Context: an optimization exercise on an open-source flow, tuned for small area and a short achievable clock period. The choices shown serve that exercise and are no tape-out recipe.
Only simulation tests tie the RTL to the original design; equivalence was not proved.
Power is estimated from default activity; no workload was simulated.

**flow/run.sh**
```bash
#!/bin/bash
# synth_recipe.tcl (not shown) runs the flow's synth.tcl, then flattens the netlist and writes it again
# the make line also repeats each setting of config.mk as NAME=value (left out here)
make -C /OpenROAD-flow-scripts/flow DESIGN_CONFIG=/design/flow/config.mk WORK_HOME=/design/flow/orfs CLKGATE_MAP_FILE= SYNTH_SCRIPT=/design/flow/synth_recipe.tcl finish
```
**flow/config.mk**
```make
export PLATFORM = sky130hd
export DESIGN_NAME = scpu_core
export DESIGN_NICKNAME = scpu_core
export VERILOG_FILES = /design/flow/design.v
export SDC_FILE = /design/flow/constraint.sdc
export NUM_CORES = 4
export LEC_CHECK = 0
export CAP_MARGIN = 20
export CORE_MARGIN = 2
export CORE_UTILIZATION = 40
export PLACE_DENSITY = 0.6
export SETUP_SLACK_MARGIN = 0.5
export SLEW_MARGIN = 20
```
**flow/constraint.sdc**
```tcl
create_clock -name core_clock -period 11.0 [get_ports {clk}]
set_input_delay 2.2000 -clock core_clock [delete_from_list [all_inputs] [get_ports {clk}]]
set_output_delay 2.2000 -clock core_clock [all_outputs]
set_load 0.01 [all_outputs]
```
**flow/design.v**
```verilog
`timescale 1ns / 1ps
module ctrl(
    input [6:0] Op,   
    input [6:0] Funct7,   
    input [2:0] Funct3,     
    output RegWrite,  
    output MemWrite,  
    output [2:0]EXTOp,     
    output [3:0]ALUOp,     
    output [2:0]NPC,     
    output ALUSrc_A,    
    output ALUSrc_B,    
    output [2:0]DMType,  
    output [1:0]WDSel     
    );
    wire i_nop = ~Op[6]&~Op[5]&~Op[4]&~Op[3]&~Op[2]&~Op[1]&~Op[0];  
    wire itype_r = ~Op[6]&Op[5]&Op[4]&~Op[3]&~Op[2]&Op[1]&Op[0];  
    wire i_add = itype_r&~Funct7[6]&~Funct7[5]&~Funct7[4]&~Funct7[3]&~Funct7[2]&~Funct7[1]&~Funct7[0]&~Funct3[2]&~Funct3[1]&~Funct3[0];  
    wire i_sub = itype_r&~Funct7[6]&Funct7[5]&~Funct7[4]&~Funct7[3]&~Funct7[2]&~Funct7[1]&~Funct7[0]&~Funct3[2]&~Funct3[1]&~Funct3[0];  
    wire i_sll = itype_r&~Funct7[6]&~Funct7[5]&~Funct7[4]&~Funct7[3]&~Funct7[2]&~Funct7[1]&~Funct7[0]&~Funct3[2]& ~Funct3[1]& Funct3[0];  
    wire i_slt = itype_r&~Funct7[6]&~Funct7[5]&~Funct7[4]&~Funct7[3]&~Funct7[2]&~Funct7[1]&~Funct7[0]&~Funct3[2]& Funct3[1]& ~Funct3[0];  
    wire i_sltu = itype_r&~Funct7[6]&~Funct7[5]&~Funct7[4]&~Funct7[3]&~Funct7[2]&~Funct7[1]&~Funct7[0]&~Funct3[2]& Funct3[1]& Funct3[0];  
    wire i_xor = itype_r&~Funct7[6]&~Funct7[5]&~Funct7[4]&~Funct7[3]&~Funct7[2]&~Funct7[1]&~Funct7[0]&Funct3[2]& ~Funct3[1]& ~Funct3[0];  
    wire i_srl = itype_r& ~Funct7[6]&~Funct7[5]&~Funct7[4]&~Funct7[3]&~Funct7[2]&~Funct7[1]&~Funct7[0]&Funct3[2]& ~Funct3[1]& Funct3[0];  
    wire i_sra = itype_r& ~Funct7[6]&Funct7[5]&~Funct7[4]&~Funct7[3]&~Funct7[2]&~Funct7[1]&~Funct7[0]&Funct3[2]& ~Funct3[1]& Funct3[0];  
    wire i_or = itype_r&~Funct7[6]&~Funct7[5]&~Funct7[4]&~Funct7[3]&~Funct7[2]&~Funct7[1]&~Funct7[0]&Funct3[2]& Funct3[1]& ~Funct3[0];  
    wire i_and = itype_r&~Funct7[6]&~Funct7[5]&~Funct7[4]&~Funct7[3]&~Funct7[2]&~Funct7[1]&~Funct7[0]&Funct3[2]& Funct3[1]& Funct3[0];  
    wire itype_load  = ~Op[6]&~Op[5]&~Op[4]&~Op[3]&~Op[2]&Op[1]&Op[0];  
    wire i_lb = itype_load&~Funct3[2]& ~Funct3[1]& ~Funct3[0];  
    wire i_lh = itype_load&~Funct3[2]& ~Funct3[1]& Funct3[0];   
    wire i_lw = itype_load&~Funct3[2]& Funct3[1]& ~Funct3[0];   
    wire i_ld = itype_load&~Funct3[2]& Funct3[1]& Funct3[0];   
    wire i_lbu = itype_load&Funct3[2]& ~Funct3[1]& ~Funct3[0];  
    wire i_lhu = itype_load&Funct3[2]& ~Funct3[1]& Funct3[0];  
    wire i_lwu = itype_load&Funct3[2]& Funct3[1]& ~Funct3[0];   
    wire itype_imm  = ~Op[6]&~Op[5]&Op[4]&~Op[3]&~Op[2]&Op[1]&Op[0];  
    wire i_addi  =  itype_imm& ~Funct3[2]& ~Funct3[1]& ~Funct3[0];  
    wire i_slli  =  itype_imm&~Funct7[6]&~Funct7[5]&~Funct7[4]&~Funct7[3]&~Funct7[2]&~Funct7[1]&~Funct7[0]& ~Funct3[2]& ~Funct3[1]& Funct3[0];  
    wire i_slti  =  itype_imm& ~Funct3[2]& Funct3[1]& ~Funct3[0];  
    wire i_sltiu  =  itype_imm& ~Funct3[2]& Funct3[1]& Funct3[0];  
    wire i_xori  =  itype_imm& Funct3[2]& ~Funct3[1]& ~Funct3[0];  
    wire i_srli  =  itype_imm&~Funct7[6]&~Funct7[5]&~Funct7[4]&~Funct7[3]&~Funct7[2]&~Funct7[1]&~Funct7[0]& Funct3[2]& ~Funct3[1]& Funct3[0];  
    wire i_srai  =  itype_imm&~Funct7[6]&Funct7[5]&~Funct7[4]&~Funct7[3]&~Funct7[2]&~Funct7[1]&~Funct7[0]& Funct3[2]& ~Funct3[1]& Funct3[0];  
    wire i_ori  =  itype_imm& Funct3[2]& Funct3[1]& ~Funct3[0];  
    wire i_andi  =  itype_imm& Funct3[2]& Funct3[1]& Funct3[0];  
    wire itype_s = ~Op[6]&Op[5]&~Op[4]&~Op[3]&~Op[2]&Op[1]&Op[0]; 
    wire i_sb = itype_s& ~Funct3[2]& ~Funct3[1]& ~Funct3[0];  
    wire i_sh = itype_s& ~Funct3[2]& ~Funct3[1]&  Funct3[0];  
    wire i_sw = itype_s& ~Funct3[2]&  Funct3[1]& ~Funct3[0];  
    wire itype_sb = Op[6]&Op[5]&~Op[4]&~Op[3]&~Op[2]&Op[1]&Op[0]; 
    wire i_beq = itype_sb&~Funct3[2]&~Funct3[1]&~Funct3[0];  
    wire i_bne = itype_sb&~Funct3[2]&~Funct3[1]& Funct3[0];  
    wire i_blt = itype_sb& Funct3[2]&~Funct3[1]&~Funct3[0];  
    wire i_bge = itype_sb& Funct3[2]&~Funct3[1]& Funct3[0];  
    wire i_bltu = itype_sb& Funct3[2]& Funct3[1]& ~Funct3[0];  
    wire i_bgeu = itype_sb& Funct3[2]& Funct3[1]& Funct3[0];  
    wire itype_sb_sign = i_beq | i_bne | i_blt | i_bge;
    wire itype_sb_unsign = i_bltu | i_bgeu;
    wire i_jal = Op[6]&Op[5]&~Op[4]&Op[3]&Op[2]&Op[1]&Op[0]; 
    wire i_jalr = Op[6]&Op[5]&~Op[4]&~Op[3]&Op[2]&Op[1]&Op[0]; 
    wire i_lui = ~Op[6]&Op[5]&Op[4]&~Op[3]&Op[2]&Op[1]&Op[0]; 
    wire i_auipc = ~Op[6]&~Op[5]&Op[4]&~Op[3]&~Op[2]&~Op[1]&~Op[0]; 
    assign RegWrite = itype_r | itype_load | itype_imm | i_jal | i_jalr | i_lui | i_auipc; 
    assign MemWrite = itype_s;     
    assign ALUSrc_A = ~i_auipc;
    assign ALUSrc_B = itype_imm | itype_s | itype_load | i_lui | i_auipc | i_jalr;
    assign WDSel[0] = itype_load | itype_r | itype_imm | i_lui | i_auipc;   
    assign WDSel[1] = itype_load | i_jal | i_jalr;
    assign ALUOp[0] = itype_load | itype_s | i_add | i_addi | i_jal | i_jalr | i_sll | i_slli | i_srl | i_srli | i_or | i_ori | i_lui | i_slt | i_slti | i_sltu | i_sltiu;
    assign ALUOp[1] = itype_sb_sign | i_sub | i_sll | i_slli | i_sra | i_srai | i_or | i_ori | i_auipc | i_slt | i_slti;
    assign ALUOp[2] = i_xor | i_xori | i_srl | i_srli | i_sra | i_srai | i_or | i_ori | itype_sb_unsign | i_sltu | i_sltiu;
    assign ALUOp[3] = i_and | i_andi | i_lui | i_auipc | i_slt | i_sltu | i_slti | i_sltiu | itype_sb_unsign;
    assign EXTOp[0] = i_sltiu | itype_sb | i_lui | i_auipc;
    assign EXTOp[1] = itype_s | itype_sb; 
    assign EXTOp[2] = i_jal | | i_lui | i_auipc;
    assign DMType[2] = i_lbu;
    assign DMType[1] = i_lb | i_sb | i_lhu;
    assign DMType[0] = i_lh | i_sh | i_lb | i_sb;
    assign NPC[0] = i_jal | i_bge | i_bgeu | i_bne;
    assign NPC[1] = i_jalr | i_bge | i_bgeu | i_beq;
    assign NPC[2] = i_blt | i_bltu | i_bne | i_beq;
endmodule
`timescale 1ns / 1ps
module RF(
    input Clk_CPU,
    input rstn,
    input RFWr,
    input [5:0] A1,A2,
    input [4:0] A3,
    input [31:0] WD,
    output reg[31:0] RD1,
    output reg[31:0] RD2
        );
    reg [1023:0] rf_flat;
    integer i;
    always@(*)begin
        RD1 = (A1!=0)?rf_flat[32*A1[4:0] +: 32]:0;
        RD2 = (A2!=0)?rf_flat[32*A2[4:0] +: 32]:0;
    end
    always@(posedge Clk_CPU or negedge rstn) begin
        if(!rstn) begin
            for(i=0;i<32;i=i+1)
                rf_flat[32*i +: 32] <= i;  
            end
        else
            for(i=0;i<32;i=i+1)
                if(RFWr && A3 == i)
                    rf_flat[32*i +: 32] <= WD;
     end     
endmodule
`timescale 1ns / 1ps
module alu(
    input signed [31:0] A,
    input signed [31:0] B,
    input [3:0] ALUOp,
    output reg signed  [31:0] C,
    output reg [7:0] Zero,
    output reg [7:0] isLess
    );
    always@(*)begin
        case(ALUOp)
            4'b0000: C = A+B;
            4'b0001: C = A+B;
            4'b0010: C = A-B;
            4'b0011: C = A<<B;
            4'b0100: C = A^B;
            4'b0101: C = A>>B;
            4'b0110: C = A>>>B;
            4'b0111: C = A|B;
            4'b1000: C = A&B;
            4'b1001: C = B<<12;
            4'b1010: C = B<<12 + A;
            4'b1011: C = (A<B)?{{31{1'B0}},1'b1}:32'b0;
            4'b1100 : C = $unsigned(A)<$unsigned(B);
            4'b1101: C = ($unsigned(A)<$unsigned(B))?{{31{1'B0}},1'b1}:32'b0;
            default: C = A+B;
   endcase
           Zero = (C==0)?1:0;
           isLess = (C<0)?1:0;
   end
endmodule
`timescale 1ns / 1ps
module EXT(
    input [31:0] instr,
    input [2:0]	 EXTOp,
    output reg [31:0] immout
    );
    always@(*) begin
        case(EXTOp)
            3'b000:  immout = {{20{instr[31]}},instr[31:20]};
            3'b001: immout = {{20{1'b0}},instr[31:20]};
            3'b010:  immout = {{20{instr[31]}},instr[31:25],instr[11:7]};
            3'b011: immout = {{21{instr[31]}},instr[7],instr[30:25],instr[11:8]};
            3'b100: immout = {{13{instr[31]}},instr[19:12],instr[20],instr[30:21]};
            3'b101:  immout = {{12{1'b0}},instr[31:12]}; 
            default: immout = 32'b0;
        endcase
    end
endmodule
`timescale 1ns / 1ps
module dm(
    input Clk_CPU,
    input rstn,
    input DMWr,
    input [5:0] addr,
    input [31:0] din,
    input [2:0] DMType,
    output reg [31:0] dout
    );
    reg [511:0] dmem_flat;
    integer i;
    wire [6:0] a0 = {1'b0, addr};
    wire [6:0] a1 = a0 + 7'd1;
    wire [6:0] a2 = a0 + 7'd2;
    wire [6:0] a3 = a0 + 7'd3;
    wire [7:0] b0 = dmem_flat[8*a0[5:0] +: 8];
    wire [7:0] b1 = a1[6] ? 8'h00 : dmem_flat[8*a1[5:0] +: 8];
    wire [7:0] b2 = a2[6] ? 8'h00 : dmem_flat[8*a2[5:0] +: 8];
    wire [7:0] b3 = a3[6] ? 8'h00 : dmem_flat[8*a3[5:0] +: 8];
    always@(posedge Clk_CPU or negedge rstn) begin
    if(!rstn) begin
        for(i=0;i<64;i=i+1)
            dmem_flat[8*i +: 8] <= i;
        end
    else if(DMWr == 1) begin
        for(i=0;i<64;i=i+1) begin
            if(a0 == i && DMType <= 3'b100)
                dmem_flat[8*i +: 8] <= din[7:0];
            if(a1 == i && (DMType == 3'b001 || DMType == 3'b010 || DMType == 3'b000))
                dmem_flat[8*i +: 8] <= din[15:8];
            if(a2 == i && DMType == 3'b000)
                dmem_flat[8*i +: 8] <= din[23:16];
            if(a3 == i && DMType == 3'b000)
                dmem_flat[8*i +: 8] <= din[31:24];
        end
        end
    end
    always@(*) begin
        case(DMType)
        3'b011:dout = {{24{b0[7]}}, b0};
        3'b100:dout = {{24{1'b0}}, b0};
        3'b001:dout = {{16{b1[7]}}, b1, b0};
        3'b010:dout = {{16{1'b0}}, b1, b0}; 
        3'b000:dout = {b3, b2, b1, b0};
        default:dout = {b3, b2, b1, b0};
        endcase
    end
endmodule
`timescale 1ns / 1ps
module scpu_core(
    input clk,
    input rstn,
    output [31:0] pc,
    input [31:0] instr,
    output reg rf_we,
    output reg [4:0] rf_waddr,
    output reg [31:0] rf_wdata
    );
    reg [31:0] rom_addr;
    reg [31:0] next_rom_addr;
    always@(posedge clk or negedge rstn) begin
        if(!rstn) rom_addr <= 32'b0;
        else rom_addr <= next_rom_addr;
    end
    assign pc = rom_addr;
    wire[6:0] Op = instr[6:0];   
    wire[6:0] Funct7 = instr[31:25];  
    wire[2:0] Funct3 = instr[14:12];  
    wire[4:0] rs1 = instr[19:15];   
    wire[4:0] rs2 = instr[24:20];   
    wire[4:0] rd = instr[11:7];   
    wire RegWrite, MemWrite, ALUSrc_A, ALUSrc_B;
    wire [2:0] EXTOp, NPC, DMType;
    wire [3:0] ALUOp;
    wire [1:0] WDSel;
    ctrl U_CTRL(
        .Op(Op),
        .Funct7(Funct7),
        .Funct3(Funct3),
        .RegWrite(RegWrite),
        .MemWrite(MemWrite),
        .EXTOp(EXTOp),
        .ALUOp(ALUOp),
        .NPC(NPC),
        .ALUSrc_A(ALUSrc_A),
        .ALUSrc_B(ALUSrc_B),
        .DMType(DMType),
        .WDSel(WDSel)
    );
    wire [31:0] RD1, RD2, immout, dout;
    wire signed [31:0] alu_C, pcplus1_C, pcaddimm_C;
    wire [7:0] alu_Zero, alu_isLess;
    reg [31:0] WBSrc;
    always@(*)begin
        case(WDSel)
        2'b01: WBSrc = alu_C;
        2'b10    : WBSrc = pcplus1_C;
        2'b11   : WBSrc = dout;
        default   : WBSrc = 32'b0;
        endcase
    end
    RF U_RF(
        .Clk_CPU(clk),
        .rstn(rstn),
        .RFWr(RegWrite),
        .A1({1'b0, rs1}),
        .A2({1'b0, rs2}),
        .A3(rd),
        .WD(WBSrc),
        .RD1(RD1),
        .RD2(RD2)
    );
    EXT U_EXT(
        .instr(instr),
        .EXTOp(EXTOp),
        .immout(immout)
    );
    wire [31:0] alu_A;
    wire [31:0] alu_B;
    assign alu_A = ALUSrc_A?RD1:rom_addr;
    assign alu_B = ALUSrc_B?immout:RD2;
    alu U_alu_arithmetic(
        .A(alu_A),
        .B(alu_B),
        .ALUOp(ALUOp),
        .C(alu_C),
        .Zero(alu_Zero),
        .isLess(alu_isLess)
    );
    wire [7:0] unused_z1, unused_l1, unused_z2, unused_l2;
    alu U_PCPLUS1 (
        .A(rom_addr),
        .B({{31{1'b0}}, 1'b1}),
        .ALUOp(4'b0001),
        .C(pcplus1_C),
        .Zero(unused_z1),
        .isLess(unused_l1)
    );
    alu U_PCADDIMM (
        .A(rom_addr),
        .B(immout),
        .ALUOp(4'b0001),
        .C(pcaddimm_C),
        .Zero(unused_z2),
        .isLess(unused_l2)
    );
    always@(*)begin
        case(NPC)
        3'b000: next_rom_addr = pcplus1_C;
        3'b001   : next_rom_addr = pcaddimm_C;
        3'b010  : next_rom_addr = alu_C;
        3'b011   : begin
                        if(alu_isLess == 0)
                            next_rom_addr = pcaddimm_C;
                        else
                            next_rom_addr = pcplus1_C;
                    end
        3'b100   : begin
                        if(alu_isLess == 1)
                            next_rom_addr = pcaddimm_C;
                        else
                            next_rom_addr = pcplus1_C;
                    end
        3'b101   : begin
                        if(alu_Zero == 0)
                            next_rom_addr = pcaddimm_C;
                        else
                            next_rom_addr = pcplus1_C;
                    end
        3'b110   : begin
                        if(alu_Zero == 1)
                            next_rom_addr = pcaddimm_C;
                        else
                            next_rom_addr = pcplus1_C;
                    end
        default    : next_rom_addr = pcplus1_C;
        endcase
    end
    dm U_DM(
        .Clk_CPU(clk),
        .rstn(rstn),
        .DMWr(MemWrite),
        .addr(alu_C[5:0]),
        .din(RD2),
        .DMType(DMType),
        .dout(dout)
        );
    always@(posedge clk or negedge rstn) begin
        if(!rstn) begin
            rf_we <= 1'b0;
            rf_waddr <= 5'b0;
            rf_wdata <= 32'b0;
        end
        else begin
            rf_we <= RegWrite;
            rf_waddr <= rd;
            rf_wdata <= WBSrc;
        end
    end
endmodule
```
==> impl_metrics.toml <==
[cts]
clockBufferDepth = 4
path_clk_slew_ns = 0.06
cts.sink_count = 1606
clock_latency_ns = 0.99
cts_tree = "built"
numCtsBuffers = 192
h-tree-depth = 4
root_buffer = "clkbuf_16"

[routing]
drc = 0
wirelength_mm = 878
dr_total_vias = 143000
final_antenna_net_count = 0
viasPerCell = 6.87
drtIter0Drc = 21700
drt-pass1-iter-count = 9
wl_per_cell_um = 42.2

[grt]
grt_max_degree = 170
grt-ovfl-total = 0
grtUsageTotal_pct = 52.7
antenna_found_initial = 86
first_global_vias = 134000
grt_pass1_wl_mm = 1170

[placed_design]
gp_congestion = 1.18
hpwlAfterDp_mm = 660
numPortBuffers = 103
place_area_um2 = 154000

[final_layout]
final_cell_mix = "buf_4 (2498), nand2_1 (2140), dfrtp_1 (1334)"
final_common_cell = "buf_4"
fin_area_um2 = 163000
syn_to_final_growth_pct = 27.5
finalNetCount = 16600
utilization_pct = 51.2
nFillCells = 30200
final_layout_size_suffix_gt1_share_pct = 30.4

[synthesis]
synth_edf_count = 0
yosysWarnings = 5
async_flop_share_pct = 100
ys_types = 124
ys_top_cells_by_area = "dfrtp_1 (26%), mux2i_1 (9.3%), mux4_2 (7.9%), nand2_1 (6.3%), dfstp_2 (5.6%)"
syn_avg_cell_area_um2 = 8.67
synth-seq-cells = 1606
synth_top_area_share_pct = 26.2
syn_inst = 14700
syn_area_um2 = 128000
yosys.area.top_type = "dfrtp_1"
ys_seq_area_share_pct = 31.8
synth_ff_type = "dfrtp_1"
synth_nets = 14900

[critical_path]
end_kind = "register"
r2r_slack_ns = 1.49
cp_top_family = "buffers and inverters"
reg2reg_to = "U_RF.rf_flat[628]$_DFFE_PN0P_"
worst-path-buf-inv = 22
crit_cells = 40
crit_arrival_ns = 11.70
worstSetupStartpoint = "instr[24]"
path_common_cell = "buf_4"
worstPathMaxFanout = 46
r2r_cells = 39
slowest_stage = "nand4_1"
slowest_delay_ns = 0.79
startpoint_type = "primary input"
crit_required_ns = 11.90
crit_type = "in2reg"
crit_end = "U_RF.rf_flat[628]$_DFFE_PN0P_"
r2r_start = "U_RF.rf_flat[970]$_DFFE_PN0P_"

[sta]
worstMarginPinSlew_ns = 1.37
rsz0062_at_grt = "no"
hold_slack_ns = 0.477
period_share_pct = 98.2
slew-limit-headroom_pct = 8.20
hold_viol_final = 0
fin_tns_setup_ns = 0
post-route-min-period_ns = 10.80
fmax_mhz = 92.6
fin_worst_skew_ns = 0.0897
drv_slew = 0
setup_viol = 0

[floorplan]
rows = 207
dieArea_um2 = 323000
initial_utilization_pct = 40.2
die_h_um = 569
fp.dieW_um = 569
io_pins = 104
core_um2 = 318000

[worst_hold_path]
hp-class = "reg2reg"

[pwr]
p_leak_nw = 69.9
power.density_nw_per_um2 = 156
vdd.ir_drop.worst_v = 0.000171

[outcome]
status = "timing/DRC/antenna clean"

[job]
maxCapViolCount = 0
==> metal layers <==
layer  vias to the layer above  part of all wire [%]  routed length (um)  track usage (%)
li1                      58000                     -                   -                -
met1                     70600                    35              311000             62.2
met2                     10800                    41              362000             76.0
met3                      3541                    11               95300             14.2
met4                        36                    12              109000             52.4
met5                         -                 0.026                 231                0
==> registers in the layout, summed over array words and instances, names as in the netlist <==
register,count
U_RF.rf_flat,1024
rf_wdata,32
rf_waddr,5
U_DM.dmem_flat,512
rf_we,1
rom_addr,32
==> power breakdown <==
part	internal, W	switching (W)
clock	0.00389	0.00290
sequential	0.00616	0.000501
combinational	0.00421	0.00772
==> worst min-delay path by stage <==
| stage | from | to | slack, ns | cells after the start |
|---|---|---|---|---|
| after global placement | U_RF.rf_flat[32]$_DFFE_PN1P_ | U_RF.rf_flat[32]$_DFFE_PN1P_ | 0.46 | 2 |
| after global routing | U_RF.rf_flat[32]$_DFFE_PN1P_ | U_RF.rf_flat[32]$_DFFE_PN1P_ | 0.50 | 2 |
| after floorplan | U_RF.rf_flat[1]$_DFFE_PN0P_ | U_RF.rf_flat[1]$_DFFE_PN0P_ | 0.45 | 2 |
| final | U_RF.rf_flat[130]$_DFFE_PN1P_ | U_RF.rf_flat[130]$_DFFE_PN1P_ | 0.48 | 2 |
| after CTS | U_RF.rf_flat[130]$_DFFE_PN1P_ | U_RF.rf_flat[130]$_DFFE_PN1P_ | 0.48 | 2 |
| after detailed placement | U_RF.rf_flat[130]$_DFFE_PN1P_ | U_RF.rf_flat[130]$_DFFE_PN1P_ | 0.47 | 2 |
==> synth_stat cells (50+ instances only) <==
| library cell | count |
|---|---|
| nand2_1 | 2146 |
| nor2_1 | 1338 |
| dfrtp_1 | 1334 |
| mux2i_1 | 1191 |
| a21oi_1 | 1134 |
| clkbuf_1 | 948 |
| o21ai_0 | 885 |
| mux2_2 | 624 |
| a211oi_1 | 568 |
| nand3_1 | 527 |
| mux4_2 | 447 |
| buf_2 | 316 |
| dfstp_2 | 272 |
| a22oi_1 | 216 |
| o211ai_1 | 204 |
| nor3_1 | 171 |
| a31oi_1 | 155 |
| ha_1 | 135 |
| inv_1 | 134 |
| and3_1 | 111 |
| buf_1 | 101 |
| nand4_1 | 99 |
| o22ai_1 | 85 |
| o31ai_1 | 73 |
| o21ai_1 | 68 |
| xnor2_1 | 66 |
| a221o_1 | 62 |
| a311oi_1 | 62 |
| a21o_1 | 58 |
| a21oi_2 | 54 |
| and2_1 | 53 |
| a32oi_1 | 51 |
| buf_4 | 50 |
==> worst reg2reg max path: cells and delay by family (launching register included) <==
| kind | cells | cell delay (ns) |
|---|---|---|
| flip-flops | 1 | 0.41 |
| adder cells (fa/ha/maj) | 1 | 0.30 |
| AND/OR/NAND/NOR | 5 | 1.80 |
| multiplexers | 3 | 0.82 |
| buffers and inverters | 15 | 2.46 |
| AO/OA/AOI/OAI | 15 | 3.69 |
==> logic make-up after synthesis <==
logic type               count (synthesis)  share of synthesized area, %
AO/OA/AOI/OAI                         4219                          21.6
XOR/XNOR                                98                         0.697
adder cells (fa/ha/maj)                138                          1.37
buffers and inverters                 1639                          5.73
flip-flops                            1606                          31.8
multiplexers                          2266                          22.8
AND/OR/NAND/NOR                       4752                          16.0
==> final cells by class <==
class	count	area, um2	share of cell area, %
clock buffers	289	5690	3.50
well taps	4180	5230	3.22
diodes	41	103	0.0631
flip-flops and latches	1606	40500	24.9
multi-input cells	11500	81700	50.2
clock inverters	61	815	0.501
inverters	162	633	0.389
repair buffers	3018	28000	17.2
==> per-stage QoR <==
step,setup slack (ns),power [W],instances
after global routing,0.508,0.0255,20800
final,0.200,0.0254,20800
after detailed placement,-2.03,0.0178,20400
after floorplan,-0.655,0.0111,14700
after CTS,0.505,0.0246,20700
after global placement,-2.18,0.0179,20400
==> timing repair <==
action,CTS,global route
buffers inserted,21,36
gates resized for setup,95,117
setup endpoints to repair,1363,965
hold buffers,0,0
gates cloned,7,5
pin swaps,26,44

static timing again, ports no longer ideal:
No port has a modelled driver above. Below, the same layout with a new extraction and two added sets of constraints.
Step 1 (the two cells are an assumption about what drives the block):
set clk [get_ports {clk}]
set_driving_cell -lib_cell sky130_fd_sc_hd__clkbuf_16 $clk
set_driving_cell -lib_cell sky130_fd_sc_hd__buf_2 [delete_from_list [all_inputs] $clk]
Step 2, shift: input delay + t, output delay - t, t = (earliest + latest rising clock arrival at the registers) / 2. This alone moves slack from input paths to output paths.
Slacks: no drivers / after step 1 / after step 2; pairs: no drivers / after step 1.
shift t [ns]: 1.063
setup WS [ns]: 0.200 / 0.263 / -0.800
hold slack, ns: 0.477 / 0.477 / 0.477
With both steps, setup timing fails in this run, where it was met with ideal ports. The setup slack of this run moves by +0.063 ns with the drivers and by -1.000 ns with both steps.
